This design comes from an exercise in tuning for small area, a short achievable clock period and few clock cycles on the open sky130 flow, not from production work. In this exercise RTL edits were held to simulation tests only and were not proved equivalent to the original. Power and IR drop assume default switching activity.

===== flow/design.v =====
module Instruction_Decoder(
  input        pend,
  input  [2:0] in_n, in_m,    
  input  [2:0] ir_n, ir_m,    
  input        en_n, en_m,    
  input  [7:0] busy,          
  output [7:0] sel_n, sel_m,  
  output       fwd_n, fwd_m   
);
wire [7:0] dn = pend ? (8'd1 << ir_n) : (8'd1 << in_n);
wire [7:0] dm = pend ? (8'd1 << ir_m) : (8'd1 << in_m);
assign sel_n = dn & ~busy & {8{en_n}};
assign sel_m = dm & ~busy & {8{en_m}};
assign fwd_n = |(dn & busy) & en_n;
assign fwd_m = |(dm & busy) & en_m;
endmodule
module shifter #(parameter W = 16) (
  input  [W-1:0] cy,
  input  [W-1:0] t,
  input  [W-1:0] d,
  output [W-1:0] y
);
assign y = d ^ (cy & t);
endmodule
module ALU(
  input  [15:0] p,       
  input  [15:0] g,       
  input         inv,     
  input         a15,     
  input         is_and,  
  input         wc,      
  input         cmp,     
  input  [15:0] c,       
  input  [2:0]  nvz,     
  output [15:0] res,     
  output [15:0] out_n,   
  output [2:0]  nvz_n    
);
wire [14:0] ng1, g2, ng3, g4;
wire [14:2] np1;
wire [14:4] p2;
wire [14:8] np3;
ks_l0 l0(.g(g[14:0]), .p(p[14:0]), .ng(ng1), .np(np1));
ks_l1 l1(.ng(ng1), .np(np1), .g(g2), .p(p2));
ks_l2 l2(.g(g2), .p(p2), .ng(ng3), .np(np3));
ks_l3 l3(.ng(ng3), .np(np3), .g(g4));
wire [15:0] cy = {g4, 1'b0};
wire [15:0] r0 = is_and ? g : (p ^ {16{inv}});
wire [15:0] o0 = wc ? r0 : c;
shifter fr(.cy(cy), .t({16{~is_and}}), .d(r0), .y(res));
shifter fo(.cy(cy), .t({16{wc & ~is_and}}), .d(o0), .y(out_n));
wire n0 = cmp ? ~p[15] : nvz[2];
wire v0 = cmp ? p[15] & (~p[15] ^ a15) : nvz[1];
shifter #(2) fnv(.cy({2{cy[15]}}), .t({cmp, cmp & p[15]}), .d({n0, v0}),
                 .y(nvz_n[2:1]));
assign nvz_n[0] = cmp ? &p : nvz[0];
endmodule
module ks_l0(
  input  [14:0] g, p,
  output [14:0] ng,    
  output [14:2] np     
);
assign ng = {~(g[14:1] | (p[14:1] & g[13:0])), ~g[0]};
assign np = ~(p[14:2] & p[13:1]);
endmodule
module ks_l1(
  input  [14:0] ng,
  input  [14:2] np,
  output [14:0] g,
  output [14:4] p
);
assign g = {~(ng[14:2] & (np[14:2] | ng[12:0])), ~ng[1:0]};
assign p = ~(np[14:4] | np[12:2]);
endmodule
module ks_l2(
  input  [14:0] g,
  input  [14:4] p,
  output [14:0] ng,
  output [14:8] np
);
assign ng = {~(g[14:4] | (p[14:4] & g[10:0])), ~g[3:0]};
assign np = ~(p[14:8] & p[10:4]);
endmodule
module ks_l3(
  input  [14:0] ng,
  input  [14:8] np,
  output [14:0] g
);
assign g = {~(ng[14:8] & (np[14:8] | ng[6:0])), ~ng[7:0]};
endmodule
module cpu(clk,reset,s,load,in,out,N,V,Z,w);
input clk, reset, s, load;
input [15:0] in;
output [15:0] out;
output N, V, Z, w;
reg [15:0] ir;
reg [15:0] R [0:7];
reg pending;
always @(posedge clk) begin
  if (load) ir <= in;
  pending <= s & ~load & ~reset;
end
wire [15:0] ins = pending ? ir : in;
wire [2:0] opcode = ins[15:13];
wire [1:0] op = ins[12:11];
wire [2:0] rn = ins[10:8];
wire [2:0] rd = ins[7:5];
wire [1:0] sh = ins[4:3];
wire [2:0] rm = ins[2:0];
wire go = ((s & load) | pending) & ~reset;
wire is_movi = (opcode == 3'b110) & (op == 2'b10);
wire is_mov  = (opcode == 3'b110) & (op == 2'b00);
wire is_alu  = (opcode == 3'b101);
wire is_cmp  = is_alu & (op == 2'b01);
wire is_and  = is_alu & (op == 2'b10);
wire writes_c = is_mov | (is_alu & (op != 2'b01));
wire use_a   = is_alu & (op != 2'b11);    
wire inv     = is_alu & op[0];
reg [15:0] p2, g2;
reg a15_2, inv2, and2, wr2, wc2, cmp2;
reg [2:0] wa2;
reg [15:0] c;
reg [2:0] nvz;
wire [15:0] res, out_n;
wire [2:0] nvz_n;
wire [7:0] busy = {8{wr2}} & (8'd1 << wa2);
wire [7:0] sel_n, sel_m;
wire fwd_n, fwd_m;
Instruction_Decoder dec(.pend(pending), .in_n(in[10:8]), .in_m(in[2:0]),
  .ir_n(ir[10:8]), .ir_m(ir[2:0]), .en_n(1'b1), .en_m(1'b1), .busy(busy),
  .sel_n(sel_n), .sel_m(sel_m), .fwd_n(fwd_n), .fwd_m(fwd_m));
reg [15:0] a, bs;
integer k;
always @(*) begin
  a  = {16{fwd_n}} & res;
  bs = {16{fwd_m}} & res;
  for (k = 0; k < 8; k = k + 1) begin
    a  = a  | ({16{sel_n[k]}} & R[k]);
    bs = bs | ({16{sel_m[k]}} & R[k]);
  end
end
wire sh_n = ~is_movi & (sh == 2'b00);    
wire sh_l = ~is_movi & (sh == 2'b01);    
wire sh_r = ~is_movi & sh[1];            
wire sh_a = ~is_movi & (sh == 2'b11);    
wire [15:0] b = ({16{sh_n}} & bs) | ({16{sh_l}} & {bs[14:0], 1'b0}) |
                ({16{sh_r}} & {1'b0, bs[15:1]}) | {sh_a & bs[15], 15'd0};
wire [15:0] imm = {{8{ins[7]}}, ins[7:0]};
wire [15:0] x0 = is_movi ? imm : {16{inv}};
wire [15:0] x1 = is_movi ? imm : {16{use_a ^ inv}};
reg  [15:0] x;
always @(*)
  for (k = 0; k < 16; k = k + 1)
    x[k] = a[k] ? x1[k] : x0[k];
always @(posedge clk) begin
  p2    <= x ^ b;
  g2    <= x & b;
  a15_2 <= a[15];
  inv2  <= inv;
  and2  <= is_and;
  wr2   <= go & (is_movi | writes_c);
  wc2   <= go & writes_c;
  cmp2  <= go & is_cmp;
  wa2   <= is_movi ? rn : rd;
end
ALU alu(.p(p2), .g(g2), .inv(inv2), .a15(a15_2), .is_and(and2), .wc(wc2),
        .cmp(cmp2), .c(c), .nvz(nvz), .res(res), .out_n(out_n), .nvz_n(nvz_n));
always @(posedge clk) begin
  if (wr2) R[wa2] <= res;
  c   <= out_n;
  nvz <= nvz_n;
end
assign out = out_n;
assign {N, V, Z} = nvz_n;
assign w = ~pending;
endmodule

===== flow/flow/run.sh =====
#!/bin/bash
# The standard layout, with plain buffers (rather than the delay cells
# buffer_ports picks by default) on the input and output ports.
set -euo pipefail
bash standard.sh BUFFER_PORTS_ARGS="-buffer_cell sky130_fd_sc_hd__buf_2" finish > standard.log 2>&1

===== flow/standard.sh =====
#!/bin/bash
# synth_recipe.tcl (not shown) runs the flow's synth.tcl, then flattens the netlist and writes it again
# the make line also repeats each setting of config.mk as NAME=value (left out here)
make -C /OpenROAD-flow-scripts/flow DESIGN_CONFIG=/design/flow/config.mk WORK_HOME=/design/flow/orfs CLKGATE_MAP_FILE= SYNTH_SCRIPT=/design/flow/synth_recipe.tcl "${@:-finish}"

===== flow/config.mk =====
export PLATFORM = sky130hd
export DESIGN_NAME = cpu
export DESIGN_NICKNAME = cpu
export VERILOG_FILES = /design/flow/design.v
export SDC_FILE = /design/flow/constraint.sdc
export NUM_CORES = 4
export LEC_CHECK = 0
export CAP_MARGIN = 20
export CORE_MARGIN = 2
export CORE_UTILIZATION = 40
export CTS_BUF_LIST = sky130_fd_sc_hd__clkbuf_8
export CTS_CLUSTER_DIAMETER = 50
export CTS_CLUSTER_SIZE = 16
export GPL_TIMING_DRIVEN = 0
export PLACE_DENSITY = 0.8
export SETUP_SLACK_MARGIN = 2.5
export SLEW_MARGIN = 20
export SYNTH_HIERARCHICAL = 1
export TNS_END_PERCENT = 0

===== flow/constraint.sdc =====
create_clock -name core_clock -period 5.5 [get_ports {clk}]
set_input_delay 1.1000 -clock core_clock [delete_from_list [all_inputs] [get_ports {clk}]]
set_output_delay 1.1000 -clock core_clock [all_outputs]
set_load 0.01 [all_outputs]

==> impl_metrics.csv, run 1 <==
group,metric,value,unit
final_layout,multiInputGateArea,4760,sq um
worst_setup_path,r2r_start,"wa2[2]",
min_path,min_from,"nvz[0]",
clock_network,root_buffer,"clkbuf_8",
timing,maxClockFrequency,307,MHz
global_routing,grt_pass1_vias,8486,
global_routing,grt_usage,0.230,
worst_setup_path,critPathCaptureType,"register",
timing,fin_tns_setup,0,ps
clock_network,path_clk_slew,90,ps
floorplanning,die_area,27100,sq um
yosys,ys_seq_area_frac,0.537,
clock_network,clock_latency,570,ps
timing,finalSetupViolations,0,
timing,fin_crit,3260,ps
timing,drv_slew,0,
min_path,hold_path_depth,1,
worst_setup_path,path_cells,"buf_8, mux2_4, nor3_2, clkbuf_2, a22oi_1, nand3_1, o211ai_1, a21oi_1, ha_1",
placement,gp_congestion,0.983,
final_layout,num-nets-final,1047,
placement,dp_hpwl,22.5,mm
final_layout,final_cell_count_no_fill,1354,
worst_setup_path,start_kind,"primary input",
final_layout,nFillCells,2193,
clock_network,cts_buffers,21,
yosys,synth.avg_cell_area,11.3,sq um
placement,place_ws,1270,ps
worst_setup_path,critical_path_class,"in -> reg",
clock_network,cts.sinks,205,
drt,drt_pass1_iterations,10,
run,maxCapViolCount,0,
power_and_ir_drop,finalPower,3.93,mW
timing,finalHoldViolCount,0,
yosys,synth_seq_cells,205,
min_path,hp-class,"reg -> reg",
yosys,yosys.cell_types.count,58,
worst_setup_path,critPathTopFamily,"simple AND/OR/NAND/NOR gates",
timing,setup_slack,2240,ps
power_and_ir_drop,power.density,324,nW/um^2
drt,vias,8711,
worst_setup_path,cp.arrival,3680,ps
final_layout,n_antenna_cell,0,
timing,hold_ws,483,ps
final_layout,layout-drive-gt1-share,0.247,
drt,drt_iter0_markers,1545,
clock_network,cts_tree,"yes",
placement,io_buffers,39,
clock_network,ctsHtreeMaxLevel,1,
floorplanning,dieHeight,165,um
worst_setup_path,worstPathRequired,5930,ps
timing,max-slew-margin-rel,0.269,
final_layout,regArea,5570,sq um
min_path,min_to,"nvz[0]",
worst_setup_path,cpMaxStageDelayCell,"nor3_2",
worst_setup_path,reg2regPathDepth,9,
global_routing,grt_first_pass_wirelength,47.4,mm
floorplanning,initial_utilization,0.409,
status,status,"no timing/DRC/antenna violations",
final_layout,syn_to_final_growth,17.2,%
floorplanning,num_rows,58,
yosys,yosys_warnings,7,
drt,drt-total-wl,31.9,mm
global_routing,grt_max_degree,19,
power_and_ir_drop,irDropWorstVdd,0.258,mV
drt,detail_route.wl_per_cell,23.6,um
yosys,synthCells,915,
global_routing,grt_overflow,0,
drt,final_antenna_net_count,0,
timing,worst_pin_slew,1090,ps
drt,viasPerCell,6.43,
worst_setup_path,r2r-end,"p2[15]",
floorplanning,ioPinCount,40,
yosys,synth_area,10300,sq um
clock_network,clk_path_buf_depth,3,
worst_setup_path,crit_buf_inv,2,
global_routing,antenna_found_initial,0,
worst_setup_path,max_stage_delay,620,ps
timing,min_period_over_period,0.592,
timing,rsz0062_at_grt,"true",
floorplanning,core-area,25300,sq um
power_and_ir_drop,leakagePower,4.34,nW
placement,dp_cells,1303,
timing,clock_skew,53.0,ps
floorplanning,die_w,165,um
worst_setup_path,r2r_slack,2250,ps
worst_setup_path,crit_path_max_fanout,10,
clock_network,holdBufCountCts,0,
drt,post-route-drc-count,0,
==> worst reg2reg max path, stage by stage (launching register included) <==
cell and delay (ps):
dfxtp_1 510, nand2b_1 270, nor2_1 140, nor3_2 660
clkbuf_2 480, a22oi_1 170, nand3_1 250, o211ai_1 120
a21oi_1 270, ha_1 280
==> worst max path at each step <==
stage,start,endpoint,slack (ps),cells past startpoint
global route,and2,out[14],2230,6
global placement,in[2],p2[15],1280,9
CTS,p2[2],N,2340,7
floorplan,in[10],p2[12],2410,10
detailed placement,in[2],p2[15],1270,9
finish,in[2],p2[15],2240,9
==> layout make-up <==
type	instances	share of cell area
timing repair buffer	65	0.0405
clock buffer	22	0.0250
buffer	51	0.0278
tap	330	0.0341
sequential	205	0.460
inverter	19	0.00620
clock inverter	14	0.0135
multi-input combinational	648	0.393
==> routing by layer <==
metal	vias up	global-route usage	share of wire
met1	4073	0.280	0.34
met2	709	0.370	0.45
met5	-	0	0
li1	3756	-	-
met3	173	0.0721	0.15
met4	0	0.116	0.058
==> sequential cells by signal, indices dropped and copies added (netlist names) <==
signal / count
wc2: 1
pending: 1
wa2: 3
a15_2: 1
and2: 1
ir: 16
wr2: 1
c: 16
inv2: 1
g2: 16
cmp2: 1
R: 128
nvz: 3
p2: 16
==> cell usage in the layout, fill, tap and decap left out, types with 6 or more instances in the layout <==
master     netlist  layout
a21oi_1         42      40
a222oi_1        31      31
a22o_1           9       9
a22oi_1         90      90
a2bb2oi_1        7       7
and3_1          12      12
and3b_1          7       7
buf_2           11      47
buf_4            3      20
buf_6            5       9
buf_8            0       6
clkbuf_1        30       8
clkbuf_2         0      17
clkbuf_8         0      24
conb_1           2      10
dfxtp_1         61      48
dfxtp_2          0       9
edfxtp_1       144     144
ha_1            16      16
inv_1           19      20
mux2_2          18      18
mux2i_1         23      23
nand2_1         96      96
nand3_1         37      37
nand4_1         15      15
nor2_1          24      13
nor2_2           0      11
nor3_1          32      28
nor3b_1          8       8
o21ai_0         17      14
o21ai_1         33      29
o21ai_2          8      14
o22ai_1         13      11
xnor2_1         51      29
xnor2_2          0      22
==> per-module statistics from Yosys (local to each module, per instance), excerpt <==
module               area, sq um  times used  cells inside
shifter                      200           2            32
ks_l2                       96.3           1            22
ALU                          637           1            86
ks_l0                        123           1            28
cpu                         8420           1           610
ks_l1                        114           1            26
ks_l3                       65.1           1            15
Instruction_Decoder          447           1            60
==> where the power goes <==
| part | total [mW] | internal [mW] | switching, mW |
|---|---|---|---|
| clock | 1.07 | 0.495 | 0.577 |
| sequential | 1.96 | 1.87 | 0.0837 |
| combinational | 0.899 | 0.341 | 0.558 |
==> per-stage QoR <==
| step | utilization | cell area (sq um) |
|---|---|---|
| floorplan | - | 10400 |
| global placement | 0.435 | 11000 |
| detailed placement | 0.441 | 11100 |
| CTS | 0.469 | 11800 |
| global route | 0.480 | 12100 |
| finish | 0.480 | 12100 |
==> Yosys cell counts, drive strengths merged <==
library cell	number	area [sq um]
nor3	32	160
a211oi	5	47.5
a21bo	8	80.1
mux4	1	22.5
a22oi	91	697
nand3	37	185
or3b	1	11.3
inv	19	71.3
or4	1	7.51
a22o	10	96.4
o211ai	3	22.5
nand2	96	360
o22ai	13	81.3
nor2b	4	25.0
o221ai	2	17.5
conb	2	7.51
nand4b	2	23.8
a222oi	31	310
nand3b	1	7.51
nand4	15	93.8
and3b	7	61.3
o21ai	58	320
mux2i	27	294
ha	16	200
nor3b	8	60.1
a221oi	1	8.76
dfxtp	61	1220
and3	12	75.1
clkbuf	31	120
nand4bb	2	38.8
or2	2	12.5
a21oi	43	219
edfxtp	144	4320
xnor2	51	447
a221o	1	10.0
nand2b	3	18.8
mux2	21	248
buf	20	154
nor2	24	90.1
a2111oi	1	8.76
a2bb2oi	7	61.3
o2bb2ai	1	8.76
==> what timing repair did <==
item,4_1_cts,5_1_grt
pin swaps,3,8
setup endpoints to repair,51,52
setup buffers,6,8
gates cloned,0,1
resized for setup,58,47
==> cell families after synthesis <==
group / synth area share
muxes: 0.0546
buffers and inverters: 0.0334
and+or+nand+nor: 0.119
DFF: 0.537
AOI/OAI and AO/OA: 0.193
other: 0.000727
adders and majority gates: 0.0194
xor gates and xnor gates: 0.0432
Testbench counts, summed over its fixed seeds: cycles 24,064.
==> run 2, diff against run 1 <==
--- a/flow/config.mk
+++ b/flow/config.mk
@@ -13,3 +13,3 @@
 export CTS_CLUSTER_SIZE = 16
-export GPL_TIMING_DRIVEN = 0
+export GPL_ROUTABILITY_DRIVEN = 0
 export PLACE_DENSITY = 0.8
==> run 2 against run 1 <==
Count of clock-buffer cells in the layout is 2 higher. Synthesized cell count stayed put. Area after synthesis stayed put. Utilization is 2.0 points higher. Routed wire length is 1.2% higher. Clock skew is 27 ps lower. Sequential share of layout area is 1.6 points lower. Final cell count is 1.3% lower. Register-to-register slack better by 200 ps. Sequential cell count stayed put. Via count is 0.36% higher. Critical endpoint is now out[12]. Largest power group unchanged. Highest routed layer unchanged.
==> impl_metrics.csv, run 2 <==
group,metric,value,unit
yosys,synth_seq_cells,205,
global_routing,use_met3,0.0540,
power_and_ir_drop,p_seq_frac,0.465,
yosys,yosys.cell_types.count,58,
timing,finalSetupViolations,0,
drt,drt-total-wl,32.3,mm
yosys,yosysMostFrequentCell,"edfxtp_1",
placement,io_buffers,39,
timing,fin_crit,3300,ps
drt,detail_route.wl_per_cell,24.2,um
yosys,synth_edf_count,144,
yosys,synth_area,10300,sq um
timing,fin_tns_setup,0,ps
global_routing,grt_pass1_vias,8287,
power_and_ir_drop,pwr-share-comb,0.256,
drt,viasPerCell,6.54,
power_and_ir_drop,switching_share,0.324,
final_layout,layout_common_cells,"edfxtp_1, a22oi_1, nand2_1",
final_layout,largest_register,"R",
drt,drt_iter0_markers,1566,
timing,worst_pin_slew,1110,ps
clock_network,path_clk_slew,100,ps
floorplanning,core-area,25300,sq um
global_routing,use_met1,0.282,
power_and_ir_drop,irDropWorstVdd,0.313,mV
clock_network,root_buffer,"clkbuf_8",
timing,clock_skew,25.9,ps
global_routing,grt_max_degree,35,
yosys,yosys_warnings,7,
global_routing,grtUsageMet2,0.365,
final_layout,stdcell_area,12600,sq um
timing,finalHoldViolCount,0,
placement,dp_hpwl,19.0,mm
floorplanning,num_rows,58,
worst_setup_path,cpMaxStageDelayCell,"dfxtp_2",
power_and_ir_drop,power.switching,1.38,mW
placement,place_area,11000,sq um
power_and_ir_drop,intPower,2.89,mW
status,status,"no timing/DRC/antenna violations",
global_routing,grt_overflow,0,
clock_network,ctsHtreeMaxLevel,1,
power_and_ir_drop,power.density,339,nW/um^2
worst_setup_path,worstPathRequired,4400,ps
floorplanning,dieHeight,165,um
final_layout,n_antenna_cell,0,
timing,hold_ws,513,ps
floorplanning,ioPinCount,40,
clock_network,clock_latency,570,ps
yosys,synth-main-ff-cell,"edfxtp_1",
global_routing,grt_first_pass_wirelength,46.7,mm
min_path,hp-class,"reg -> reg",
yosys,synth_common_cells,"edfxtp_1, nand2_1, a22oi_1",
worst_setup_path,max_stage_delay,420,ps
clock_network,cts.sinks,205,
final_layout,num-nets-final,1027,
global_routing,busiest_layer,"met2",
worst_setup_path,path_cells,"nand2_1, nor2_1, nand2_1, o21ai_2, nand2_1, xnor2_2, buf_2",
yosys,synthCells,915,
yosys,synthTopCellsByArea,"edfxtp_1, dfxtp_1, a22oi_1",
worst_setup_path,start_kind,"register",
final_layout,syn_to_final_growth,22.1,%
clock_network,cts_buffers,23,
worst_setup_path,cp.arrival,2200,ps
yosys,ys_seq_area_frac,0.537,
floorplanning,initial_utilization,0.409,
worst_setup_path,cpMostUsedCell,"nand2_1",
timing,min_period_over_period,0.600,
drt,vias,8742,
run,maxCapViolCount,0,
clock_network,cts_tree,"yes",
power_and_ir_drop,clkPwrFrac,0.279,
global_routing,grt_usage,0.223,
final_layout,nFillCells,2035,
final_layout,final_common_cell,"edfxtp_1",
worst_setup_path,crit_path_max_fanout,5,
clock_network,clk_path_buf_depth,3,
timing,maxClockFrequency,303,MHz
timing,rsz0062_at_grt,"true",
power_and_ir_drop,finalPower,4.27,mW
final_layout,largest_register_ffs,128,
timing,max-slew-margin-rel,0.258,
yosys,synth.avg_cell_area,11.3,sq um
drt,final_antenna_net_count,0,
yosys,yosysTopAreaCellShare,0.419,
drt,post-route-drc-count,0,
yosys,synth.largest_area_cell,"edfxtp_1",
floorplanning,die_w,165,um
floorplanning,die_area,27100,sq um
worst_setup_path,critPathCaptureType,"output pin",
drt,drt_pass1_iterations,8,
timing,drv_slew,0,
power_and_ir_drop,leakagePower,4.56,nW
final_layout,layout-drive-gt1-share,0.323,
clock_network,holdBufCountCts,0,
worst_setup_path,critical_path_class,"reg -> out",
global_routing,antenna_found_initial,0,
yosys,synth-async-reset-ratio,0,
[run 2: cells by family (layout without fill, tap and decap cells)]
| group | count (synthesis) | count (layout) | share of synthesized area |
|---|---|---|---|
| other | 2 | 10 | 0.000727 |
| multiplexers | 49 | 49 | 0.0546 |
| flip-flops | 205 | 205 | 0.537 |
| XOR/XNOR | 51 | 51 | 0.0432 |
| AO/OA/AOI/OAI | 275 | 275 | 0.193 |
| AND/OR/NAND/NOR | 247 | 247 | 0.119 |
| buffers and inverters | 70 | 154 | 0.0334 |
| adder cells (fa/ha/maj) | 16 | 16 | 0.0194 |
[run 2: layout make-up]
cell class	instances	area [sq um]	share of cell area
flip-flops and latches	205	5600	0.444
multi-input cells	648	5310	0.421
repair buffers	94	678	0.0538
well taps	330	413	0.0327
clock buffers	24	330	0.0262
clock inverters	17	209	0.0166
inverters	19	71.3	0.00566
[run 2: layer usage]
layer	vias up	routed length [um]
met2	720	14800
met3	170	4250
met1	4124	11500
li1	3728	-
met5	-	0
met4	0	1770
[run 2: worst paths after layout]
kind / start / depth (start not counted) / end / slack, ps
max: p2[10] / 7 / out[12] / 2200
min: nvz[0] / 1 / nvz[0] / 510
max reg2reg: and2 / 9 / p2[3] / 2450
min reg2reg: nvz[0] / 1 / nvz[0] / 510
[run 2: through the flow]
stage | util | std cells | setup WS (ps)
3_3_place_gp | 0.436 | 1268 | 1750
6_report | 0.499 | 1337 | 2200
4_1_cts | 0.488 | 1329 | 2450
5_1_grt | 0.499 | 1337 | 2150
3_5_place_dp | 0.436 | 1268 | 1670
2_1_floorplan | - | 923 | 2410
[run 2: power by group through the flow]
stage	clock, mW	sequential (mW)	combinational, mW
5_1_grt	1.26	1.99	1.15
3_5_place_dp	0	1.98	0.773
4_1_cts	1.20	1.97	0.972
2_1_floorplan	0	1.95	0.531
3_3_place_gp	0	1.98	0.748
6_report	1.19	1.99	1.09
[run 2: per-module statistics from Yosys (local to each module, per instance), excerpt]
| module | flip-flops and latches | cells inside | times used |
|---|---|---|---|
| ALU | 0 | 86 | 1 |
| Instruction_Decoder | 0 | 60 | 1 |
| cpu | 205 | 610 | 1 |
| ks_l0 | 0 | 28 | 1 |
| ks_l1 | 0 | 26 | 1 |
| ks_l2 | 0 | 22 | 1 |
| ks_l3 | 0 | 15 | 1 |
| shifter | 0 | 32 | 2 |
[run 2: critical path: cells and delay by family (launching register included)]
kind | cells | cell delay (ps)
AO/OA/AOI/OAI | 1 | 230
XOR/XNOR | 1 | 150
buffers and inverters | 1 | 150
flip-flops | 1 | 420
AND/OR/NAND/NOR | 4 | 680
[run 2: what timing repair did]
| action | in CTS | in global routing |
|---|---|---|
| endpoints found under the setup margin | 51 | 50 |
| buffers inserted | 20 | 8 |
| resized for setup | 140 | 47 |
| pin swaps | 37 | 17 |
==> run 3, diff against run 2 <==
--- a/flow/config.mk
+++ b/flow/config.mk
@@ -13,4 +13,3 @@
 export CTS_CLUSTER_SIZE = 16
-export GPL_ROUTABILITY_DRIVEN = 0
-export PLACE_DENSITY = 0.8
+export PLACE_DENSITY = 0.7
 export SETUP_SLACK_MARGIN = 2.5
==> run 3 against run 2 <==
Routed wire length decreased by 4.2%. Critical path type unchanged. Cell area down 1.4%. Die area did not move. Global-route usage fell by 0.26 points. Critical endpoint is now out[5]. Worst hold slack worse by 37 ps. First-iteration DRC count is 12% lower. Power down 3.9%. Sequential share of layout area up 0.71 points.
==> impl_metrics.csv, run 3 <==
group,metric,value,unit
status,status,"no timing/DRC/antenna violations",
worst_setup_path,start_kind,"register",
global_routing,grt_max_degree,25,
yosys,yosysTopAreaCellShare,0.419,
final_layout,nFillCells,2145,
worst_setup_path,cp.arrival,2040,ps
clock_network,cts.sinks,205,
global_routing,grt_pass1_vias,8045,
clock_network,clk_path_buf_depth,3,
power_and_ir_drop,power.density,330,nW/um^2
floorplanning,ioPinCount,40,
yosys,ys_seq_area_frac,0.537,
yosys,synth.largest_area_cell,"edfxtp_1",
worst_setup_path,critPathTopFamily,"flip-flops",
placement,io_buffers,39,
worst_setup_path,critPathCaptureType,"output pin",
floorplanning,core-area,25300,sq um
clock_network,ctsHtreeMaxLevel,1,
final_layout,largest_register_ffs,128,
drt,viasPerCell,6.22,
yosys,yosys_warnings,7,
final_layout,final_common_cell,"edfxtp_1",
global_routing,grt_overflow,0,
drt,drt_iter0_markers,1382,
final_layout,layout-drive-gt1-share,0.309,
drt,detail_route.wl_per_cell,23.2,um
drt,drt_pass1_iterations,9,
drt,post-route-drc-count,0,
yosys,synth_area,10300,sq um
timing,hold_ws,475,ps
global_routing,antenna_found_initial,0,
placement,dp_cells,1271,
worst_setup_path,crit_buf_inv,2,
floorplanning,die_area,27100,sq um
power_and_ir_drop,leakagePower,4.46,nW
clock_network,path_clk_slew,90,ps
worst_setup_path,crit_path_max_fanout,7,
final_layout,n_antenna_cell,0,
global_routing,grt_first_pass_wirelength,46.0,mm
timing,drv_slew,0,
worst_setup_path,max_stage_delay,380,ps
clock_network,cts_tree,"yes",
power_and_ir_drop,irDropWorstVdd,0.287,mV
worst_setup_path,cpMaxStageDelayCell,"dfxtp_4",
floorplanning,dieHeight,165,um
yosys,synth_seq_cells,205,
min_path,hp-class,"reg -> reg",
floorplanning,die_w,165,um
yosys,yosysMostFrequentCell,"edfxtp_1",
timing,clock_skew,41.7,ps
timing,finalSetupViolations,0,
yosys,synth-main-ff-cell,"edfxtp_1",
final_layout,syn_to_final_growth,20.3,%
yosys,synth.avg_cell_area,11.3,sq um
yosys,synth-async-reset-ratio,0,
worst_setup_path,worstPathRequired,4400,ps
timing,maxClockFrequency,318,MHz
placement,place_ws,1680,ps
floorplanning,initial_utilization,0.409,
final_layout,num-nets-final,1024,
power_and_ir_drop,finalPower,4.10,mW
clock_network,clock_latency,580,ps
clock_network,holdBufCountCts,0,
worst_setup_path,path_cells,"buf_12, xnor2_1, o21ai_2, mux2_2, xnor2_2, buf_2",
final_layout,final_cell_count_no_fill,1334,
yosys,synthTopCellsByArea,"edfxtp_1, dfxtp_1, a22oi_1",
yosys,synth_edf_count,144,
timing,finalHoldViolCount,0,
drt,vias,8293,
timing,setup_slack,2360,ps
drt,drt-total-wl,30.9,mm
worst_setup_path,critical_path_class,"reg -> out",
yosys,yosys.cell_types.count,58,
yosys,synth_common_cells,"edfxtp_1, nand2_1, a22oi_1",
timing,min_period_over_period,0.571,
run,maxCapViolCount,0,
timing,fin_tns_setup,0,ps
placement,dp_hpwl,19.7,mm
global_routing,grt_usage,0.221,
final_layout,final_util,0.492,
timing,max-slew-margin-rel,0.214,
final_layout,largest_register,"R",
drt,final_antenna_net_count,0,
timing,rsz0062_at_grt,"true",
placement,place_area,11000,sq um
floorplanning,num_rows,58,
timing,fin_crit,3140,ps
placement,gp_congestion,0.920,
final_layout,stdcell_area,12400,sq um
timing,worst_pin_slew,1170,ps
yosys,synthCells,915,
clock_network,root_buffer,"clkbuf_8",
clock_network,cts_buffers,24,
final_layout,layout_common_cells,"edfxtp_1, a22oi_1, nand2_1",
-- run 3: timing repair --
action | in CTS | in global routing
pin swaps | 13 | 22
endpoints found under the setup margin | 51 | 50
cloned | 0 | 1
gates resized for setup | 89 | 66
setup buffers | 11 | 9
-- run 3: modules after synthesis (local to each module, per instance), excerpt --
module               flops+latches  cells inside  times used
ALU                              0            86           1
shifter                          0            32           2
Instruction_Decoder              0            60           1
cpu                            205           610           1
ks_l3                            0            15           1
ks_l1                            0            26           1
ks_l0                            0            28           1
ks_l2                            0            22           1
-- run 3: power by group --
group          internal [mW]  total [mW]  switching, mW  leakage, nW
registers               1.88        1.98          0.103         1.83
clock network          0.521        1.15          0.631        0.271
logic                  0.393       0.970          0.577         2.36
-- run 3: layout make-up --
class	instances	area [sq um]	share of cell area
inverters	19	71.3	0.00574
repair buffers	90	648	0.0521
flip-flops and latches	205	5610	0.451
clock buffers	26	358	0.0288
well taps	330	413	0.0332
multi-input cells	648	5160	0.415
clock inverters	16	169	0.0136
-- run 3: cell families after synthesis --
| family | after synthesis | synth area share |
|---|---|---|
| AOI/OAI and AO/OA | 275 | 0.193 |
| xor gates and xnor gates | 51 | 0.0432 |
| adders and majority gates | 16 | 0.0194 |
| buffers and inverters | 70 | 0.0334 |
| DFF | 205 | 0.537 |
| muxes | 49 | 0.0546 |
| other | 2 | 0.000727 |
| and+or+nand+nor | 247 | 0.119 |
-- run 3: final timing paths --
path	startpoint	end	slack, ps	cells past startpoint
min	nvz[0]	nvz[0]	480	1
max reg2reg	wa2[1]	p2[15]	2480	10
max	inv2	out[5]	2360	6
min reg2reg	nvz[0]	nvz[0]	480	1
-- run 3: routing by layer --
layer / up-vias / global-route usage / part of all wire
li1: 3708 / - / -
met2: 506 / 0.344 / 0.45
met3: 84 / 0.0505 / 0.11
met4: 0 / 0.0854 / 0.031
met5: - / 0 / 0
met1: 3995 / 0.300 / 0.40
==> run 4, diff against run 3 <==
--- a/flow/config.mk
+++ b/flow/config.mk
@@ -13,3 +13,3 @@
 export CTS_CLUSTER_SIZE = 16
-export PLACE_DENSITY = 0.7
+export PLACE_DENSITY = 0.92
 export SETUP_SLACK_MARGIN = 2.5
==> run 4 against run 3 <==
Still clean on timing, DRC and antenna. Cell area grew 1.1%. Sequential share of layout area shrank 0.54 points. Die area is the same. Clock power shrank 13%. Final cell count grew 0.90%. Area after synthesis is the same. Critical path type unchanged. Highest routed layer is now met5.
==> impl_metrics.csv, run 4 <==
group,metric,value,unit
clock_network,cts.sinks,205,
floorplanning,dieHeight,165,um
yosys,yosysMostFrequentCell,"edfxtp_1",
worst_setup_path,r2r_start,"pending",
worst_setup_path,r2r_slack,2320,ps
status,status,"no timing/DRC/antenna violations",
final_layout,final_common_cell,"edfxtp_1",
final_layout,layout_common_cells,"edfxtp_1, a22oi_1, nand2_1",
yosys,synth.largest_area_cell,"edfxtp_1",
yosys,synth_area,10300,sq um
final_layout,n_antenna_cell,0,
timing,drv_slew,0,
min_path,hold_path_depth,1,
final_layout,num-nets-final,1038,
global_routing,grt_first_pass_wirelength,46.4,mm
worst_setup_path,worstPathRequired,4400,ps
worst_setup_path,cp-endpoint,"out[9]",
timing,hold_ws,512,ps
yosys,synth_edf_count,144,
clock_network,clock_latency,560,ps
yosys,synthCells,915,
yosys,ys_seq_area_frac,0.537,
drt,final_antenna_net_count,0,
drt,post-route-drc-count,0,
floorplanning,core-area,25300,sq um
global_routing,antenna_found_initial,1,
worst_setup_path,r2r-end,"p2[12]",
yosys,synthTopCellsByArea,"edfxtp_1, dfxtp_1, a22oi_1",
timing,maxClockFrequency,290,MHz
run,maxCapViolCount,0,
yosys,synth-main-ff-cell,"edfxtp_1",
final_layout,largest_register_ffs,128,
drt,drt_pass1_iterations,12,
worst_setup_path,cp.arrival,2350,ps
timing,clock_skew,24.9,ps
yosys,synth.avg_cell_area,11.3,sq um
floorplanning,die_area,27100,sq um
power_and_ir_drop,power.density,327,nW/um^2
global_routing,grt_usage,0.222,
placement,gp_congestion,0.984,
clock_network,path_clk_slew,80,ps
drt,viasPerCell,6.84,
timing,worst_pin_slew,1130,ps
placement,io_buffers,39,
clock_network,cts_buffers,21,
global_routing,grt_max_degree,36,
yosys,yosys.cell_types.count,58,
timing,finalHoldViolCount,0,
worst_setup_path,crit_path_start,"p2[8]",
yosys,yosys_warnings,7,
yosys,synth-async-reset-ratio,0,
worst_setup_path,start_kind,"register",
clock_network,cts_tree,"yes",
timing,min_period_over_period,0.628,
timing,rsz0062_at_grt,"true",
timing,fin_tns_setup,0,ps
clock_network,root_buffer,"clkbuf_8",
worst_setup_path,critPathCaptureType,"output pin",
yosys,yosysTopAreaCellShare,0.419,
floorplanning,die_w,165,um
timing,fin_crit,3450,ps
min_path,hp-class,"reg -> reg",
worst_setup_path,crit_path_max_fanout,5,
drt,detail_route.wl_per_cell,25.9,um
final_layout,layout-drive-gt1-share,0.312,
drt,drt-total-wl,34.8,mm
yosys,synth_common_cells,"edfxtp_1, nand2_1, a22oi_1",
yosys,synth_seq_cells,205,
floorplanning,ioPinCount,40,
timing,max-slew-margin-rel,0.245,
drt,vias,9200,
timing,finalSetupViolations,0,
power_and_ir_drop,irDropWorstVdd,0.309,mV
floorplanning,initial_utilization,0.409,
clock_network,clk_path_buf_depth,3,
global_routing,grt_overflow,0,
final_layout,syn_to_final_growth,21.7,%
worst_setup_path,critical_path_class,"reg -> out",
floorplanning,num_rows,58,
drt,drt_iter0_markers,1763,
global_routing,grt_pass1_vias,8546,
worst_setup_path,reg2regPathDepth,10,
placement,dp_hpwl,19.3,mm
clock_network,ctsHtreeMaxLevel,1,
power_and_ir_drop,leakagePower,4.57,nW
final_layout,largest_register,"R",
## run 4: cell counts after synthesis
No cell type changed its count.
## run 4: area by class of cell
| cell class | count | area, sq um |
|---|---|---|
| well taps | 330 | 413 |
| flip-flops and latches | 205 | 5600 |
| inverters | 19 | 71.3 |
| repair buffers | 106 | 808 |
| clock buffers | 21 | 289 |
| clock inverters | 16 | 125 |
| multi-input cells | 649 | 5260 |
| fillers | 1965 | 12700 |
## run 4: kinds of logic (layout without fill, tap and decap cells)
group                    after synthesis  in the layout  share of synthesized area
XOR/XNOR                              51             51                     0.0432
buffers and inverters                 70            162                     0.0334
AND/OR/NAND/NOR                      247            248                      0.119
multiplexers                          49             49                     0.0546
AO/OA/AOI/OAI                        275            275                      0.193
flip-flops                           205            205                      0.537
other                                  2             10                   0.000727
adder cells (fa/ha/maj)               16             16                     0.0194
## run 4: critical path, cell delays in order (launching register included)
cell,delay [ps]
dfxtp_4,380
a21oi_2,390
o21ai_1,190
a21oi_1,260
o21ai_2,150
nand2_2,130
xnor2_4,130
buf_2,160
## run 4: how the worst min path moves through the flow
| stage | endpoint | start |
|---|---|---|
| floorplan | a15_2 | R[5][15] |
| detailed placement | nvz[0] | nvz[0] |
| finish | nvz[0] | nvz[0] |
| global route | nvz[0] | nvz[0] |
| global placement | nvz[0] | nvz[0] |
| CTS | nvz[0] | nvz[0] |
## run 4: layer usage
metal | vias up | track usage | part of all wire
met3 | 296 | 0.0583 | 0.15
met1 | 4291 | 0.259 | 0.32
met4 | 2 | 0.132 | 0.081
li1 | 3738 | - | -
met5 | - | 0 | 0.00037
met2 | 873 | 0.369 | 0.45
## run 4: per-module statistics from Yosys, one instance, submodules excluded, excerpt
module,copies in the design,area (sq um),cells inside
ALU,1,637,86
Instruction_Decoder,1,447,60
cpu,1,8420,610
ks_l0,1,123,28
ks_l1,1,114,26
ks_l2,1,96.3,22
ks_l3,1,65.1,15
shifter,2,200,32
## run 4: metrics by stage
| stage | utilization | power, mW | instances | setup slack (ps) | area [sq um] |
|---|---|---|---|---|---|
| floorplan | - | 2.48 | 923 | 2410 | 10400 |
| global placement | 0.436 | 2.72 | 1267 | 1810 | 11000 |
| detailed placement | 0.436 | 2.75 | 1267 | 1650 | 11000 |
| CTS | 0.475 | 3.85 | 1324 | 2450 | 12000 |
| global route | 0.498 | 4.22 | 1346 | 2000 | 12600 |
| finish | 0.498 | 4.11 | 1346 | 2050 | 12600 |
## run 4: report_power, final
| part | internal, mW | leakage (nW) | switching (mW) | total, mW |
|---|---|---|---|---|
| registers | 1.88 | 1.83 | 0.114 | 1.99 |
| clock network | 0.394 | 0.236 | 0.610 | 1.00 |
| logic | 0.453 | 2.50 | 0.664 | 1.12 |
| total | 2.72 | 4.57 | 1.39 | 4.11 |
## run 4: timing repair
action	CTS	global route
buffers inserted	20	20
resized for setup	102	72
setup endpoints to repair	51	51
pin swaps	14	32
cloned	0	2
hold buffers	0	0
==> run 5, diff against run 4 <==
--- a/flow/config.mk
+++ b/flow/config.mk
@@ -13,3 +13,3 @@
 export CTS_CLUSTER_SIZE = 16
-export PLACE_DENSITY = 0.92
+export PLACE_DENSITY = 0.65
 export SETUP_SLACK_MARGIN = 2.5
==> run 5 against run 4 <==
Clock power about the same. Combinational power down 11%. Routed wire length shrank 10%. Global-route usage is 0.47 points higher. Cell area is 1.1% lower. Critical path depth is 1 lower. Via count fell by 9.6%. Utilization fell by 0.55 points. Critical path type unchanged. Largest power group unchanged.
==> impl_metrics.csv, run 5 <==
group,metric,value,unit
power_and_ir_drop,intPower,2.71,mW
power_and_ir_drop,switching_share,0.321,
worst_setup_path,critPathTopFamily,"flip-flops",
power_and_ir_drop,finalPower,4.00,mW
yosys,yosysTopAreaCellShare,0.419,
drt,viasPerCell,6.26,
timing,min_period_over_period,0.559,
clock_network,clk_path_buf_depth,3,
clock_network,cts.sinks,205,
worst_setup_path,start_kind,"register",
worst_setup_path,path_cells,"buf_12, xnor2_1, o21ai_1, mux2_2, xnor2_2, buf_2",
global_routing,grt_overflow,0,
timing,clock_skew,23.0,ps
yosys,synth-main-ff-cell,"edfxtp_1",
floorplanning,ioPinCount,40,
timing,finalHoldViolCount,0,
worst_setup_path,worstPathRequired,4400,ps
power_and_ir_drop,leakagePower,4.43,nW
power_and_ir_drop,pwr-share-comb,0.249,
final_layout,final_common_cell,"edfxtp_1",
timing,setup_slack,2420,ps
clock_network,cts_buffers,22,
clock_network,clock_latency,560,ps
min_path,min_to,"nvz[0]",
drt,post-route-drc-count,0,
placement,place_area,11000,sq um
timing,fin_crit,3080,ps
worst_setup_path,cpMaxStageDelayCell,"dfxtp_4",
yosys,synthCells,915,
final_layout,final_cell_count_no_fill,1328,
min_path,hold_path_depth,1,
drt,drt-total-wl,31.2,mm
worst_setup_path,crit_buf_inv,2,
yosys,ys_seq_area_frac,0.537,
final_layout,largest_register_ffs,128,
yosys,yosys.cell_types.count,58,
final_layout,num-nets-final,1019,
final_layout,largest_register,"R",
timing,fin_tns_setup,0,ps
min_path,hp-class,"reg -> reg",
yosys,synth.avg_cell_area,11.3,sq um
power_and_ir_drop,clkPwrFrac,0.256,
clock_network,path_clk_slew,90,ps
global_routing,grt_max_degree,35,
power_and_ir_drop,irDropWorstVdd,0.293,mV
floorplanning,die_w,165,um
yosys,yosysMostFrequentCell,"edfxtp_1",
clock_network,root_buffer,"clkbuf_8",
power_and_ir_drop,p_seq_frac,0.495,
timing,rsz0062_at_grt,"true",
yosys,synthTopCellsByArea,"edfxtp_1, dfxtp_1, a22oi_1",
floorplanning,initial_utilization,0.409,
final_layout,syn_to_final_growth,20.3,%
floorplanning,dieHeight,165,um
timing,worst_pin_slew,1150,ps
global_routing,grt_first_pass_wirelength,46.5,mm
status,status,"no timing/DRC/antenna violations",
yosys,synth.largest_area_cell,"edfxtp_1",
placement,gp_congestion,0.934,
run,maxCapViolCount,0,
worst_setup_path,critPathCaptureType,"output pin",
final_layout,layout-drive-gt1-share,0.308,
final_layout,n_antenna_cell,0,
drt,detail_route.wl_per_cell,23.5,um
placement,dp_cells,1269,
worst_setup_path,max_stage_delay,380,ps
floorplanning,core-area,25300,sq um
yosys,synth-async-reset-ratio,0,
global_routing,grt_pass1_vias,8012,
global_routing,grt_usage,0.227,
placement,place_ws,1650,ps
final_layout,stdcell_area,12400,sq um
placement,io_buffers,39,
timing,finalSetupViolations,0,
power_and_ir_drop,power.switching,1.29,mW
worst_setup_path,r2r-end,"p2[15]",
drt,drt_pass1_iterations,8,
drt,drt_iter0_markers,1144,
worst_setup_path,r2r_start,"wr2",
worst_setup_path,cp.arrival,1980,ps
drt,final_antenna_net_count,0,
placement,dp_hpwl,20.1,mm
min_path,min_from,"nvz[0]",
worst_setup_path,reg2regPathDepth,10,
yosys,synth_seq_cells,205,
drt,vias,8316,
power_and_ir_drop,power.density,322,nW/um^2
final_layout,layout_common_cells,"edfxtp_1, a22oi_1, nand2_1",
worst_setup_path,crit_path_max_fanout,7,
worst_setup_path,critical_path_class,"reg -> out",
yosys,synth_common_cells,"edfxtp_1, nand2_1, a22oi_1",
clock_network,ctsHtreeMaxLevel,1,
clock_network,cts_tree,"yes",
timing,max-slew-margin-rel,0.228,
worst_setup_path,r2r_slack,2490,ps
timing,maxClockFrequency,325,MHz
floorplanning,num_rows,58,
yosys,yosys_warnings,7,
yosys,synth_edf_count,144,
global_routing,antenna_found_initial,0,
yosys,synth_area,10300,sq um
floorplanning,die_area,27100,sq um
timing,drv_slew,0,
run 5: timing repair:
action,CTS,global route
gates cloned,0,1
endpoints found under the setup margin,51,49
setup buffers,11,8
hold buffers,0,0
pin swaps,20,15
resized for setup,110,59
run 5: layout make-up:
| class | instances | area, sq um |
|---|---|---|
| clock buffers | 23 | 317 |
| clock inverters | 16 | 134 |
| fillers | 2196 | 12800 |
| inverters | 19 | 71.3 |
| multi-input cells | 648 | 5240 |
| flip-flops and latches | 205 | 5610 |
| well taps | 330 | 413 |
| repair buffers | 87 | 647 |
run 5: cells by family (layout without fill, tap and decap cells):
| group | count (synthesis) | in the layout | synth area share |
|---|---|---|---|
| AO/OA/AOI/OAI | 275 | 275 | 0.193 |
| XOR/XNOR | 51 | 51 | 0.0432 |
| adder cells (fa/ha/maj) | 16 | 16 | 0.0194 |
| buffers and inverters | 70 | 145 | 0.0334 |
| flip-flops | 205 | 205 | 0.537 |
| multiplexers | 49 | 49 | 0.0546 |
| other | 2 | 10 | 0.000727 |
| AND/OR/NAND/NOR | 247 | 247 | 0.119 |
run 5: modules after synthesis, one instance, submodules excluded, excerpt:
module | copies in the design | cells | flip-flops and latches | cell area, sq um
ALU | 1 | 86 | 0 | 637
cpu | 1 | 610 | 205 | 8420
shifter | 2 | 32 | 0 | 200
ks_l2 | 1 | 22 | 0 | 96.3
Instruction_Decoder | 1 | 60 | 0 | 447
ks_l1 | 1 | 26 | 0 | 114
ks_l0 | 1 | 28 | 0 | 123
ks_l3 | 1 | 15 | 0 | 65.1
run 5: worst max-delay path by stage:
stage	start	endpoint	slack (ps)	depth (start not counted)
6_report	inv2	out[3]	2420	6
5_1_grt	p2[11]	V	2310	7
4_1_cts	p2[1]	out[15]	2430	7
3_5_place_dp	in[2]	p2[12]	1650	10
3_3_place_gp	in[2]	p2[13]	1690	8
2_1_floorplan	in[10]	p2[12]	2410	10
run 5: per-stage QoR:
| step | hold slack [ps] | util |
|---|---|---|
| floorplan | 489 | - |
| global placement | 447 | 0.436 |
| detailed placement | 441 | 0.436 |
| CTS | 471 | 0.476 |
| global route | 488 | 0.492 |
| finish | 469 | 0.492 |
run 5: power by group through the flow:
stage / combinational, mW / clock (mW) / sequential (mW)
after detailed placement: 0.775 / 0 / 1.98
final: 0.996 / 1.02 / 1.98
after CTS: 0.876 / 1.04 / 1.97
after global routing: 1.07 / 1.10 / 1.99
after floorplan: 0.531 / 0 / 1.95
after global placement: 0.761 / 0 / 1.98
run 5: metal layers:
layer	global-route usage	part of all wire	wire, um	vias up
met1	0.296	0.39	12100	4017
met2	0.379	0.47	14700	488
met4	0.0858	0.042	1300	0
met5	0	0	0	-
li1	-	-	-	3705
met3	0.0389	0.10	3140	106
==> run 6, diff against run 5 <==
--- a/flow/config.mk
+++ b/flow/config.mk
@@ -13,3 +13,3 @@
 export CTS_CLUSTER_SIZE = 16
-export PLACE_DENSITY = 0.65
+export PLACE_DENSITY = 0.75
 export SETUP_SLACK_MARGIN = 2.5
==> run 6 against run 5 <==
Area after synthesis unchanged. Non-clock buffer count decreased by 1. Global-route usage decreased by 1.1 points. Power decreased by 0.91%. Highest routed layer unchanged. Worst hold slack improved by 9.6 ps. Clock skew decreased by 5.5 ps.
==> impl_metrics.csv, run 6 <==
group,metric,value,unit
status,status,"no timing/DRC/antenna violations",
placement,place_ws,1670,ps
timing,fin_tns_setup,0,ps
floorplanning,core-area,25300,sq um
floorplanning,dieHeight,165,um
final_layout,syn_to_final_growth,17.8,%
floorplanning,ioPinCount,40,
global_routing,grt_pass1_vias,8224,
final_layout,largest_register_ffs,128,
yosys,yosys.cell_types.count,58,
timing,finalSetupViolations,0,
placement,dp_hpwl,19.3,mm
worst_setup_path,r2r_start,"and2",
power_and_ir_drop,leakagePower,4.32,nW
worst_setup_path,r2r_slack,2430,ps
yosys,synthCells,915,
worst_setup_path,worstPathRequired,4400,ps
floorplanning,num_rows,58,
power_and_ir_drop,power.density,326,nW/um^2
final_layout,layout-drive-gt1-share,0.279,
worst_setup_path,cp.arrival,2090,ps
drt,detail_route.wl_per_cell,22.5,um
worst_setup_path,crit_path_max_fanout,5,
clock_network,clock_latency,550,ps
worst_setup_path,critical_path_class,"reg -> out",
clock_network,holdBufCountCts,0,
timing,finalHoldViolCount,0,
drt,vias,8374,
timing,min_period_over_period,0.581,
yosys,yosys_warnings,7,
yosys,synth.largest_area_cell,"edfxtp_1",
drt,final_antenna_net_count,0,
drt,drt-total-wl,29.8,mm
global_routing,antenna_found_initial,0,
timing,drv_slew,0,
yosys,synth_common_cells,"edfxtp_1, nand2_1, a22oi_1",
worst_setup_path,crit_path_start,"p2[6]",
drt,drt_iter0_markers,1303,
final_layout,final_util,0.482,
global_routing,grt_max_degree,36,
final_layout,nFillCells,2188,
min_path,min_to,"nvz[0]",
timing,maxClockFrequency,313,MHz
timing,fin_crit,3190,ps
worst_setup_path,start_kind,"register",
timing,worst_pin_slew,1170,ps
yosys,ys_seq_area_frac,0.537,
yosys,yosysTopAreaCellShare,0.419,
global_routing,grt_overflow,0,
floorplanning,die_w,165,um
yosys,synth_seq_cells,205,
timing,setup_slack,2310,ps
floorplanning,initial_utilization,0.409,
min_path,hold_path_depth,1,
drt,viasPerCell,6.32,
yosys,synth_area,10300,sq um
placement,io_buffers,39,
timing,max-slew-margin-rel,0.223,
drt,post-route-drc-count,0,
worst_setup_path,r2r-end,"p2[5]",
floorplanning,die_area,27100,sq um
clock_network,path_clk_slew,90,ps
power_and_ir_drop,irDropWorstVdd,0.331,mV
yosys,synthTopCellsByArea,"edfxtp_1, dfxtp_1, a22oi_1",
min_path,hp-class,"reg -> reg",
clock_network,root_buffer,"clkbuf_8",
drt,drt_pass1_iterations,10,
yosys,synth-async-reset-ratio,0,
final_layout,final_common_cell,"edfxtp_1",
timing,clock_skew,17.5,ps
clock_network,ctsHtreeMaxLevel,1,
clock_network,cts_buffers,21,
final_layout,largest_register,"R",
run,maxCapViolCount,0,
final_layout,num-nets-final,1017,
global_routing,grt_usage,0.216,
yosys,synth-main-ff-cell,"edfxtp_1",
min_path,min_from,"nvz[0]",
yosys,synth.avg_cell_area,11.3,sq um
yosys,synth_edf_count,144,
worst_setup_path,reg2regPathDepth,9,
clock_network,clk_path_buf_depth,3,
clock_network,cts_tree,"yes",
clock_network,cts.sinks,205,
yosys,yosysMostFrequentCell,"edfxtp_1",
global_routing,grt_first_pass_wirelength,45.2,mm
worst_setup_path,critPathCaptureType,"output pin",
final_layout,n_antenna_cell,0,
final_layout,layout_common_cells,"edfxtp_1, nand2_1, a22oi_1",
placement,gp_congestion,0.942,
timing,rsz0062_at_grt,"true",
-- run 6: cell counts after synthesis --
Identical to the previous run, type by type.
-- run 6: critical path, stage by stage, from the launching register on --
cell and delay (ps):
dfxtp_4 380, a21oi_1 230, o21ai_2 150, a21oi_1 240, o21ai_2 120, nand2_1 130
xnor2_2 130, buf_2 160
-- run 6: power by group --
part | internal, mW | switching (mW)
clock | 0.451 | 0.595
sequential | 1.88 | 0.0943
combinational | 0.393 | 0.554
-- run 6: repair_timing --
action                                  in CTS  in global routing
pin swaps                                   19                 14
setup buffers                               12                  6
resized for setup                           92                 36
endpoints found under the setup margin      51                 50
-- run 6: how the worst max path moves through the flow --
stage	to	depth (start not counted)
3_5_place_dp	p2[14]	10
5_1_grt	out[14]	7
4_1_cts	out[7]	6
6_report	out[11]	7
2_1_floorplan	p2[12]	10
3_3_place_gp	p2[14]	10
-- run 6: per-module statistics from Yosys (local to each module, per instance), excerpt --
| module | times used | cells inside |
|---|---|---|
| shifter | 2 | 32 |
| Instruction_Decoder | 1 | 60 |
| ks_l1 | 1 | 26 |
| ALU | 1 | 86 |
| ks_l3 | 1 | 15 |
| ks_l2 | 1 | 22 |
| cpu | 1 | 610 |
-- run 6: logic make-up (layout without fill, tap and decap cells) --
group,after synthesis,count (layout),share of synthesized area
xor gates and xnor gates,51,51,0.0432
adders and majority gates,16,16,0.0194
AOI/OAI and AO/OA,275,275,0.193
buffers and inverters,70,141,0.0334
other,2,10,0.000727
muxes,49,49,0.0546
and+or+nand+nor,247,247,0.119
DFF,205,205,0.537
-- run 6: area by class of cell --
cell class / count / area [sq um] / area share
inverter: 19 / 71.3 / 0.00586
timing repair buffer: 86 / 614 / 0.0505
tap: 330 / 413 / 0.0339
multi-input combinational: 648 / 5030 / 0.414
clock buffer: 22 / 303 / 0.0249
sequential: 205 / 5590 / 0.459
clock inverter: 14 / 140 / 0.0115
-- run 6: metal layers --
layer,part of all wire,track usage
met1,0.37,0.274
met2,0.46,0.349
met3,0.12,0.0475
met4,0.048,0.109
met5,0,0
-- run 6: through the flow --
stage	hold WS [ps]	instance area, sq um	std cells	power (mW)
after floorplan	489	10400	923	2.48
after global placement	455	11000	1269	2.73
after detailed placement	450	11000	1269	2.75
after CTS	474	12000	1317	3.90
after global routing	494	12200	1324	4.12
final	478	12200	1324	3.96
==> run 7, diff against run 6 <==
--- a/flow/config.mk
+++ b/flow/config.mk
@@ -9,3 +9,3 @@
 export CORE_MARGIN = 2
-export CORE_UTILIZATION = 40
+export CORE_UTILIZATION = 50
 export CTS_BUF_LIST = sky130_fd_sc_hd__clkbuf_8
@@ -13,3 +13,2 @@
 export CTS_CLUSTER_SIZE = 16
-export PLACE_DENSITY = 0.75
 export SETUP_SLACK_MARGIN = 2.5
==> run 7 against run 6 <==
Critical path type is now in -> reg. Die area decreased by 20%. Non-clock buffer count decreased by 2. Sequential cell count unchanged. Register-to-register slack worse by 50 ps. Combinational power decreased by 2.3%. Cell area rose by 0.31%.
==> impl_metrics.csv, run 7 <==
group,metric,value,unit
status,status,"no timing/DRC/antenna violations",
placement,place_area,10900,sq um
worst_setup_path,critPathCaptureType,"register",
power_and_ir_drop,power.density,338,nW/um^2
global_routing,grt_overflow,0,
yosys,synth-async-reset-ratio,0,
clock_network,clock_latency,590,ps
yosys,synthCells,915,
placement,dp_hpwl,21.8,mm
global_routing,busiest_layer,"met2",
timing,fin_crit,3180,ps
yosys,synth-main-ff-cell,"edfxtp_1",
floorplanning,core-area,20200,sq um
timing,fin_tns_setup,0,ps
global_routing,antenna_found_initial,0,
clock_network,ctsHtreeMaxLevel,1,
final_layout,n_antenna_cell,0,
final_layout,final_util,0.603,
timing,maxClockFrequency,314,MHz
worst_setup_path,crit_path_max_fanout,16,
global_routing,use_met3,0.0698,
timing,clock_skew,42.8,ps
worst_setup_path,critical_path_class,"in -> reg",
power_and_ir_drop,leakagePower,4.30,nW
floorplanning,ioPinCount,40,
floorplanning,num_rows,52,
run,maxCapViolCount,0,
drt,viasPerCell,6.59,
final_layout,num-nets-final,1021,
yosys,synth.avg_cell_area,11.3,sq um
yosys,synth_edf_count,144,
yosys,yosys.cell_types.count,58,
yosys,synth.largest_area_cell,"edfxtp_1",
final_layout,syn_to_final_growth,18.1,%
worst_setup_path,start_kind,"primary input",
yosys,ys_seq_area_frac,0.537,
placement,gp_congestion,0.971,
timing,max-slew-margin-rel,0.203,
power_and_ir_drop,finalPower,4.13,mW
yosys,synth_common_cells,"edfxtp_1, nand2_1, a22oi_1",
timing,drv_slew,0,
yosys,synth_seq_cells,205,
yosys,synth_area,10300,sq um
final_layout,largest_register_ffs,128,
final_layout,layout-drive-gt1-share,0.285,
drt,drt-total-wl,33.6,mm
timing,finalSetupViolations,0,
drt,final_antenna_net_count,0,
clock_network,clk_path_buf_depth,3,
timing,worst_pin_slew,1190,ps
drt,drt_pass1_iterations,9,
yosys,yosysMostFrequentCell,"edfxtp_1",
yosys,yosys_warnings,7,
floorplanning,die_w,148,um
timing,rsz0062_at_grt,"true",
final_layout,largest_register,"R",
clock_network,cts.sinks,205,
clock_network,root_buffer,"clkbuf_8",
yosys,synthTopCellsByArea,"edfxtp_1, dfxtp_1, a22oi_1",
worst_setup_path,cp.arrival,3620,ps
global_routing,grt_max_degree,36,
final_layout,final_common_cell,"edfxtp_1",
floorplanning,initial_utilization,0.511,
min_path,hp-class,"reg -> reg",
drt,post-route-drc-count,0,
clock_network,cts_buffers,27,
final_layout,layout_common_cells,"edfxtp_1, a22oi_1, nand2_1",
worst_setup_path,r2r_slack,2380,ps
yosys,yosysTopAreaCellShare,0.419,
drt,detail_route.wl_per_cell,26.3,um
global_routing,grt_pass1_vias,8241,
floorplanning,die_area,21800,sq um
floorplanning,dieHeight,148,um
placement,io_buffers,39,
clock_network,path_clk_slew,80,ps
clock_network,holdBufCountCts,0,
timing,hold_ws,488,ps
global_routing,grtUsageMet2,0.490,
drt,drt_iter0_markers,1006,
final_layout,nFillCells,1650,
clock_network,cts_tree,"yes",
timing,finalHoldViolCount,0,
worst_setup_path,worstPathRequired,5940,ps
power_and_ir_drop,irDropWorstVdd,0.221,mV
drt,vias,8411,
global_routing,grt_first_pass_wirelength,50.1,mm
timing,min_period_over_period,0.579,
final_layout,stdcell_area,12200,sq um
global_routing,use_met1,0.416,
global_routing,grt_usage,0.306,
run 7: changes by cell type in the layout (fill, tap and decap cells not counted), sizes merged:
cell / previous run / this run
inv: 27 / 31
clkbuf: 22 / 27
clkinvlp: 2 / 6
buf: 86 / 84
bufinv: 1 / 0
clkinv: 3 / 5
run 7: metal layers:
layer / vias to the layer above / routed length [um]
met5: - / 0
met4: 0 / 974
met3: 76 / 3720
met2: 523 / 15500
met1: 4095 / 13400
li1: 3717 / -
run 7: timing repair:
| action | 4_1_cts | 5_1_grt |
|---|---|---|
| setup buffers | 19 | 5 |
| resized for setup | 105 | 20 |
| pin swaps | 16 | 7 |
| endpoints found under the setup margin | 51 | 51 |
| cloned | 0 | 0 |
run 7: final timing paths:
kind | from | cells after the start | end
max | in[1] | 9 | p2[11]
min | nvz[0] | 1 | nvz[0]
max reg2reg | wa2[1] | 8 | p2[11]
min reg2reg | nvz[0] | 1 | nvz[0]
run 7: kinds of logic after synthesis:
family	count (synthesis)	share of synthesized area
DFF	205	0.537
and+or+nand+nor	247	0.119
other	2	0.000727
buffers and inverters	70	0.0334
muxes	49	0.0546
AOI/OAI and AO/OA	275	0.193
xor gates and xnor gates	51	0.0432
adders and majority gates	16	0.0194
run 7: power by group:
part | switching (mW) | total (mW) | internal [mW]
Combinational | 0.578 | 0.925 | 0.347
Sequential | 0.0970 | 1.98 | 1.88
Clock | 0.704 | 1.23 | 0.521
run 7: cell type report:
type / instances / area, sq um / share of cell area
clock buffers: 27 / 372 / 0.0305
clock inverters: 23 / 214 / 0.0175
inverters: 19 / 71.3 / 0.00584
multi-input cells: 648 / 4990 / 0.409
flip-flops and latches: 205 / 5610 / 0.459
well taps: 270 / 338 / 0.0277
repair buffers: 84 / 608 / 0.0498
run 7: stage by stage:
| stage | setup WS (ps) | std cells |
|---|---|---|
| final | 2320 | 1276 |
| after global routing | 2290 | 1276 |
| after CTS | 2390 | 1271 |
| after detailed placement | 1510 | 1202 |
| after global placement | 1640 | 1202 |
| after floorplan | 2410 | 923 |
run 7: critical path: stages:
cell,delay [ps]
buf_2,130
nor3b_1,260
o21ai_2,150
nor3_4,810
a22oi_1,280
nand4_1,260
o221ai_1,140
a21oi_1,220
ha_1,250
run 7: per-module statistics from Yosys (local to each module, per instance), excerpt:
module | times used | flops+latches | cells inside
cpu | 1 | 205 | 610
ALU | 1 | 0 | 86
shifter | 2 | 0 | 32
ks_l2 | 1 | 0 | 22
ks_l3 | 1 | 0 | 15
ks_l0 | 1 | 0 | 28
Instruction_Decoder | 1 | 0 | 60
==> run 8, diff against run 7 <==
--- a/flow/design.v
+++ b/flow/design.v
@@ -11,6 +11,12 @@
 wire [7:0] dm = pend ? (8'd1 << ir_m) : (8'd1 << in_m);
-assign sel_n = dn & ~busy & {8{en_n}};
-assign sel_m = dm & ~busy & {8{en_m}};
+selgate gn(.a(dn), .b(~busy & {8{en_n}}), .y(sel_n));
+selgate gm(.a(dm), .b(~busy & {8{en_m}}), .y(sel_m));
 assign fwd_n = |(dn & busy) & en_n;
 assign fwd_m = |(dm & busy) & en_m;
+endmodule
+module selgate(
+  input  [7:0] a, b,
+  output [7:0] y
+);
+assign y = a & b;
 endmodule
--- a/flow/config.mk
+++ b/flow/config.mk
@@ -9,3 +9,3 @@
 export CORE_MARGIN = 2
-export CORE_UTILIZATION = 50
+export CORE_UTILIZATION = 40
 export CTS_BUF_LIST = sky130_fd_sc_hd__clkbuf_8
==> run 8 against run 7 <==
Cell area is 2.5% higher. Final cell count rose by 7.4%. Count of clock-buffer cells in the layout decreased by 2. Sequential share of layout area shrank 1.1 points. Register-to-register slack hardly changed. First-iteration DRC count up 17%. Worst hold slack got worse by 6.6 ps. Sequential power barely moved. Non-clock buffer count increased by 4. Highest routed layer unchanged. Clock power decreased by 4%. Routed wire length down 5.0%.
==> impl_metrics.csv, run 8 <==
group,metric,value,unit
timing,rsz0062_at_grt,"true",
yosys,synth_common_cells,"edfxtp_1, nand2_1, a22oi_1",
drt,drt-total-wl,31.9,mm
timing,clock_skew,16.8,ps
yosys,ys_seq_area_frac,0.530,
yosys,synth-main-ff-cell,"edfxtp_1",
drt,detail_route.wl_per_cell,23.3,um
drt,final_antenna_net_count,0,
yosys,synth_seq_cells,205,
power_and_ir_drop,irDropWorstVdd,0.278,mV
final_layout,num-nets-final,1053,
placement,place_ws,1570,ps
drt,post-route-drc-count,0,
placement,dp_hpwl,20.0,mm
timing,fin_crit,3130,ps
global_routing,grt_usage,0.218,
yosys,yosysMostFrequentCell,"edfxtp_1",
drt,drt_pass1_iterations,9,
yosys,synth.avg_cell_area,11.1,sq um
power_and_ir_drop,leakagePower,4.47,nW
timing,finalSetupViolations,0,
final_layout,final_util,0.484,
worst_setup_path,crit_path_max_fanout,6,
final_layout,largest_register,"R",
yosys,synth_edf_count,144,
timing,fin_tns_setup,0,ps
global_routing,grt_overflow,0,
floorplanning,dieHeight,166,um
min_path,hp-class,"reg -> reg",
power_and_ir_drop,finalPower,4.10,mW
final_layout,final_common_cell,"edfxtp_1",
floorplanning,num_rows,59,
floorplanning,initial_utilization,0.405,
floorplanning,die_area,27500,sq um
yosys,synth-async-reset-ratio,0,
clock_network,path_clk_slew,100,ps
drt,drt_iter0_markers,1172,
final_layout,final_cell_count_no_fill,1370,
drt,viasPerCell,6.14,
final_layout,syn_to_final_growth,19.5,%
yosys,yosys_warnings,7,
timing,finalHoldViolCount,0,
worst_setup_path,worstPathRequired,4400,ps
worst_setup_path,critical_path_class,"reg -> out",
placement,gp_congestion,0.891,
clock_network,cts.sinks,205,
yosys,yosysTopAreaCellShare,0.413,
floorplanning,die_w,166,um
final_layout,layout_common_cells,"edfxtp_1, nand2_1, a22oi_1",
yosys,synthCells,943,
yosys,synthTopCellsByArea,"edfxtp_1, dfxtp_1, a22oi_1",
global_routing,grt_first_pass_wirelength,47.1,mm
final_layout,largest_register_ffs,128,
final_layout,layout-drive-gt1-share,0.288,
worst_setup_path,cp.arrival,2030,ps
timing,maxClockFrequency,319,MHz
global_routing,antenna_found_initial,0,
worst_setup_path,start_kind,"register",
worst_setup_path,critPathCaptureType,"output pin",
timing,setup_slack,2370,ps
final_layout,n_antenna_cell,0,
floorplanning,ioPinCount,40,
drt,vias,8409,
placement,dp_cells,1293,
yosys,synth.largest_area_cell,"edfxtp_1",
global_routing,grt_max_degree,30,
yosys,yosys.cell_types.count,62,
status,status,"no timing/DRC/antenna violations",
global_routing,grt_pass1_vias,7898,
clock_network,cts_tree,"yes",
clock_network,root_buffer,"clkbuf_8",
run,maxCapViolCount,0,
timing,worst_pin_slew,1050,ps
timing,max-slew-margin-rel,0.295,
timing,drv_slew,0,
clock_network,cts_buffers,24,
timing,min_period_over_period,0.569,
power_and_ir_drop,power.density,328,nW/um^2
yosys,synth_area,10500,sq um
floorplanning,core-area,25800,sq um
clock_network,clk_path_buf_depth,3,
clock_network,clock_latency,560,ps
placement,io_buffers,39,
clock_network,ctsHtreeMaxLevel,1,
[run 8: final timing paths]
| check | start | endpoint | slack, ps | depth (start not counted) |
|---|---|---|---|---|
| setup / recovery | inv2 | out[3] | 2370 | 6 |
| hold / removal | nvz[0] | nvz[0] | 480 | 1 |
| setup reg to reg | wa2[2] | p2[9] | 2370 | 12 |
| hold reg to reg | nvz[0] | nvz[0] | 480 | 1 |
[run 8: cell type report]
cell class | instances | area, sq um
well taps | 335 | 419
flip-flops and latches | 205 | 5600
repair buffers | 88 | 691
inverters | 23 | 86.3
clock inverters | 19 | 198
clock buffers | 25 | 344
multi-input cells | 675 | 5160
fillers | 2300 | 13300
[run 8: metal layers]
metal,vias up,share of wire,track usage,wire length [um]
met5,-,0,0,0
met4,0,0.038,0.0711,1210
met3,102,0.10,0.0384,3200
met2,495,0.46,0.347,14600
met1,4035,0.40,0.303,12900
li1,3777,-,-,-
[run 8: through the flow]
step,instance area (sq um),hold slack (ps)
floorplan,10500,489
global placement,11000,460
detailed placement,11000,453
CTS,12000,473
global route,12500,501
finish,12500,482
[run 8: kinds of logic after synthesis]
family | after synthesis | share of synthesized area
adder cells (fa/ha/maj) | 16 | 0.0191
AND/OR/NAND/NOR | 274 | 0.126
AO/OA/AOI/OAI | 272 | 0.190
buffers and inverters | 74 | 0.0344
multiplexers | 49 | 0.0563
other | 2 | 0.000718
flip-flops | 205 | 0.530
XOR/XNOR | 51 | 0.0427
[run 8: report_power, final]
part	total (mW)	switching [mW]	internal, mW
combinational	0.945	0.562	0.383
sequential	1.98	0.0983	1.88
clock	1.18	0.656	0.520
total	4.10	1.32	2.78
[run 8: critical path: stages, from the launching register on]
cell and delay (ps):
dfxtp_4 400, buf_4 160, xnor2_1 200, o21ai_1 110
mux2_4 280, xnor2_2 170, buf_2 160
[run 8: modules after synthesis (local to each module, per instance), a selection]
module | times used | cell area (sq um)
ALU | 1 | 637
ks_l3 | 1 | 65.1
ks_l1 | 1 | 114
ks_l0 | 1 | 123
cpu | 1 | 8420
selgate | 2 | 50.0
ks_l2 | 1 | 96.3
Instruction_Decoder | 1 | 482
shifter | 2 | 200
[run 8: repair_timing]
action / in CTS / in global routing
setup buffers: 13 / 16
setup endpoints to repair: 51 / 51
resized for setup: 95 / 65
cloned: 0 / 4
pin swaps: 18 / 27
hold buffers: 0 / 0
Testbench counts of run 8, summed over its fixed seeds: cycles 24,064.

==> afterwards: timing with drivers on the ports <==
The results above use ideal ports. As a check the final layouts listed here were re-extracted and re-timed, cells and wires unchanged.
Step 1 assumes that a clkbuf_16 drives the clock port and a buf_2 every other input.
Step 2 also shifts input and output timing later by t, the mid clock arrival at the registers, as if the neighbouring blocks saw the same clock.
Slacks: no drivers / after step 1 / after step 2; pairs: no drivers / after step 1.
| run | shift t [ns] | slack for setup (ns) |
|---|---|---|
| run 1 | 0.580 | 2.243 / 2.239 / 1.660 |
| run 2 | 0.598 | 2.202 / 2.155 / 1.881 |
| run 3 | 0.599 | 2.360 / 2.317 / 1.891 |
| run 4 | 0.591 | 2.046 / 2.002 / 1.663 |
| run 5 | 0.593 | 2.424 / 2.375 / 1.909 |
| run 6 | 0.586 | 2.306 / 2.264 / 1.845 |
| run 7 | 0.613 | 2.317 / 2.328 / 1.724 |
| run 8 | 0.601 | 2.368 / 2.323 / 1.809 |
After both steps every run listed still meets setup and hold.
